Background: an optimization exercise with open tools, aiming at small area, a short achievable clock period and few clock cycles. Do not read the settings as production practice.
Function was checked by simulation only, so behaviour that the tests miss may differ from the original.
Power figures rest on the tool's default switching activity, not on a simulated workload.

## ariscv
module ariscv #(
   parameter NBW_ACLK      = 6,
   parameter NBW_INST      = 32,
   parameter NBW_REGISTER  = 32,
   parameter NBW_ADDR      = 5,
   parameter NBW_PC        = 32
)(
   input  logic                        clk,
   input  logic                        rst_async_n,
   input  logic [NBW_INST-1:0]         i_inst,
   output logic [NBW_PC-1:0]           o_pc,
   output logic [NBW_REGISTER-1:0]     o_writeData,
   output logic [NBW_REGISTER-1:0]     o_writeAddr,
   output logic                        o_memWrite,
   output logic [2:0]                  o_writeWidth,
   input  logic [NBW_REGISTER-1:0]     i_readData
);
export LEC_CHECK = 0
export CAP_MARGIN = 35
export CORE_MARGIN = 2
export CORE_UTILIZATION = 40
export SLEW_MARGIN = 35
export SYNTH_HIERARCHICAL = 1
export SYNTH_MINIMUM_KEEP_SIZE = 0
create_clock -name core_clock -period 11.0 [get_ports {clk}]
standard.sh (not shown) runs the stock make flow with config.mk's settings and CLKGATE_MAP_FILE= SYNTH_SCRIPT=/design/flow/synth_recipe.tcl, a recipe that flattens the netlist after the stock synthesis.
==> flow/flow/run.sh <==
#!/bin/bash
# The standard layout (standard.sh: its synthesis and ORFS steps, its SDC),
# with these changes to how the layout is made:
#  - the resizer is asked for more setup slack than the 11 ns clock needs;
#  - no gate cloning in timing repair (clones added after the last design
#    repair could leave slew violations);
#  - CTS without dummy loads, with larger sink clusters;
#  - ports buffered with buf_2 instead of the default delay buffer.
# ORFS writes each step's log under orfs/logs/; make's output goes to flow.log.
set -o pipefail
bash standard.sh SETUP_SLACK_MARGIN=7.4 SKIP_GATE_CLONING=1 \
  "CTS_ARGS=-sink_clustering_enable -repair_clock_nets -dont_use_dummy_load -sink_clustering_size 25 -sink_clustering_max_diameter 100 -buf_list {sky130_fd_sc_hd__clkbuf_8 sky130_fd_sc_hd__clkbuf_16}" \
  "BUFFER_PORTS_ARGS=-buffer_cell sky130_fd_sc_hd__buf_2" \
  finish > flow.log 2>&1
The baseline completed with no timing, DRC or antenna violations.
Testbench counts at the start, summed over its fixed seeds: cycles 365,440.
Next try:
--- a/flow/flow/run.sh
+++ b/flow/flow/run.sh
@@ -10,3 +10,3 @@
 set -o pipefail
-bash standard.sh SETUP_SLACK_MARGIN=7.4 SKIP_GATE_CLONING=1 \
+bash standard.sh SETUP_SLACK_MARGIN=7.2 SKIP_GATE_CLONING=1 \
   "CTS_ARGS=-sink_clustering_enable -repair_clock_nets -dont_use_dummy_load -sink_clustering_size 25 -sink_clustering_max_diameter 100 -buf_list {sky130_fd_sc_hd__clkbuf_8 sky130_fd_sc_hd__clkbuf_16}" \
After rerunning: The changed run finished with timing, DRC and antenna clean. Routed wire length fell by 6.1%. Setup slack gains 0.033 ns. Design area fell by about 4.6%. Global-route usage fell by 1.2 points. Synthesized cell count stays the same. Total power fell by about 4%. Worst hold slack hardly moves.
Next try:
--- a/flow/flow/run.sh
+++ b/flow/flow/run.sh
@@ -4,4 +4,2 @@
 #  - the resizer is asked for more setup slack than the 11 ns clock needs;
-#  - no gate cloning in timing repair (clones added after the last design
-#    repair could leave slew violations);
 #  - CTS without dummy loads, with larger sink clusters;
@@ -10,3 +8,3 @@
 set -o pipefail
-bash standard.sh SETUP_SLACK_MARGIN=7.2 SKIP_GATE_CLONING=1 \
+bash standard.sh SETUP_SLACK_MARGIN=7 \
   "CTS_ARGS=-sink_clustering_enable -repair_clock_nets -dont_use_dummy_load -sink_clustering_size 25 -sink_clustering_max_diameter 100 -buf_list {sky130_fd_sc_hd__clkbuf_8 sky130_fd_sc_hd__clkbuf_16}" \
Outcome:
- routed wire length falls by 1.8%
- final area came out lower by 0.73%
- sequential share of layout area went up by 0.37 points
- area after synthesis is unchanged
- clock skew goes up by 0.028 ns
- worst setup slack degrades by 0.087 ns
- non-clock buffer count decreases by 43
- global-route usage went down by 0.68 points
- count of clock-buffer cells in the layout grows by 1
- fmax shrinks by 2.2%
Next try:
--- a/flow/flow/run.sh
+++ b/flow/flow/run.sh
@@ -4,2 +4,4 @@
 #  - the resizer is asked for more setup slack than the 11 ns clock needs;
+#  - no gate cloning in timing repair (clones added after the last design
+#    repair could leave slew violations);
 #  - CTS without dummy loads, with larger sink clusters;
@@ -8,3 +10,3 @@
 set -o pipefail
-bash standard.sh SETUP_SLACK_MARGIN=7 \
+bash standard.sh SETUP_SLACK_MARGIN=7.35 SKIP_GATE_CLONING=1 \
   "CTS_ARGS=-sink_clustering_enable -repair_clock_nets -dont_use_dummy_load -sink_clustering_size 25 -sink_clustering_max_diameter 100 -buf_list {sky130_fd_sc_hd__clkbuf_8 sky130_fd_sc_hd__clkbuf_16}" \
After rerunning: Global-route usage rises by 1.0 points. Total power rises by 2.3%. Via count rises by 1.4%. Die area does not change. Setup slack is about the same. Synthesized area stays the same. Flip-flop and latch count stays the same. Cell count rises by about 1.6%. First-iteration DRC count falls by 0.91%. Sequential share of layout area falls by 1.7 points. Worst hold slack barely changes.
Next try:
--- a/flow/flow/run.sh
+++ b/flow/flow/run.sh
@@ -10,3 +10,3 @@
 set -o pipefail
-bash standard.sh SETUP_SLACK_MARGIN=7.35 SKIP_GATE_CLONING=1 \
+bash standard.sh SETUP_SLACK_MARGIN=7 SKIP_GATE_CLONING=1 \
   "CTS_ARGS=-sink_clustering_enable -repair_clock_nets -dont_use_dummy_load -sink_clustering_size 25 -sink_clustering_max_diameter 100 -buf_list {sky130_fd_sc_hd__clkbuf_8 sky130_fd_sc_hd__clkbuf_16}" \
After rerunning: The changed run finished clean; final area decreases by a few percent; worst setup slack hardly moves; critical path depth decreases by 5; clock-buffer cell count increases by 1; sequential power is about the same; global-route usage shrinks by 1.5 points; die area stays the same; synthesized area is unchanged; utilization drops by 1.7 points.
Next try:
--- a/flow/flow/run.sh
+++ b/flow/flow/run.sh
@@ -10,3 +10,3 @@
 set -o pipefail
-bash standard.sh SETUP_SLACK_MARGIN=7 SKIP_GATE_CLONING=1 \
+bash standard.sh SETUP_SLACK_MARGIN=6.7 SKIP_GATE_CLONING=1 \
   "CTS_ARGS=-sink_clustering_enable -repair_clock_nets -dont_use_dummy_load -sink_clustering_size 25 -sink_clustering_max_diameter 100 -buf_list {sky130_fd_sc_hd__clkbuf_8 sky130_fd_sc_hd__clkbuf_16}" \
Outcome:
- utilization went down by 0.32 points
- non-clock buffer count goes down by 17
- die area does not change
- cell count is about the same
- routed wire length rose by 2.0%

[port drivers added, routing unchanged]
How much do the figures lean on ideal ports? The routed layouts below were timed once more, with nothing changed but the port constraints.
Step 1: set_driving_cell puts a clkbuf_16 on clk and a buf_2 on each other input, an assumption about the parent block.
Step 2 times the ports against the registers' clock, not the clock port: input delays grow and output delays shrink by t, the midpoint of the rising clock arrivals with the driver on.
Slacks: ideal / step 1 / step 2; pairs: ideal / step 1.
run | t (ns) | setup slack, ns | hold WS [ns]
the first run | 0.769 | 7.066 / 7.066 / 6.443 | 0.335 / 0.335 / 0.335
the second run | 0.758 | 7.099 / 7.099 / 6.490 | 0.333 / 0.333 / 0.333
the third run | 0.757 | 7.012 / 7.012 / 6.329 | 0.329 / 0.329 / 0.329
the fourth run | 0.759 | 7.015 / 7.015 / 6.553 | 0.329 / 0.329 / 0.329
the fifth run | 0.757 | 7.015 / 6.995 / 6.320 | 0.329 / 0.329 / 0.329
the sixth run | 0.756 | 6.811 / 6.734 / 6.269 | 0.330 / 0.330 / 0.330
After both steps every run listed still meets setup and hold. For the fifth run, which loses most, drivers alone change the setup slack by -0.020 ns; drivers and shift together by -0.695 ns.
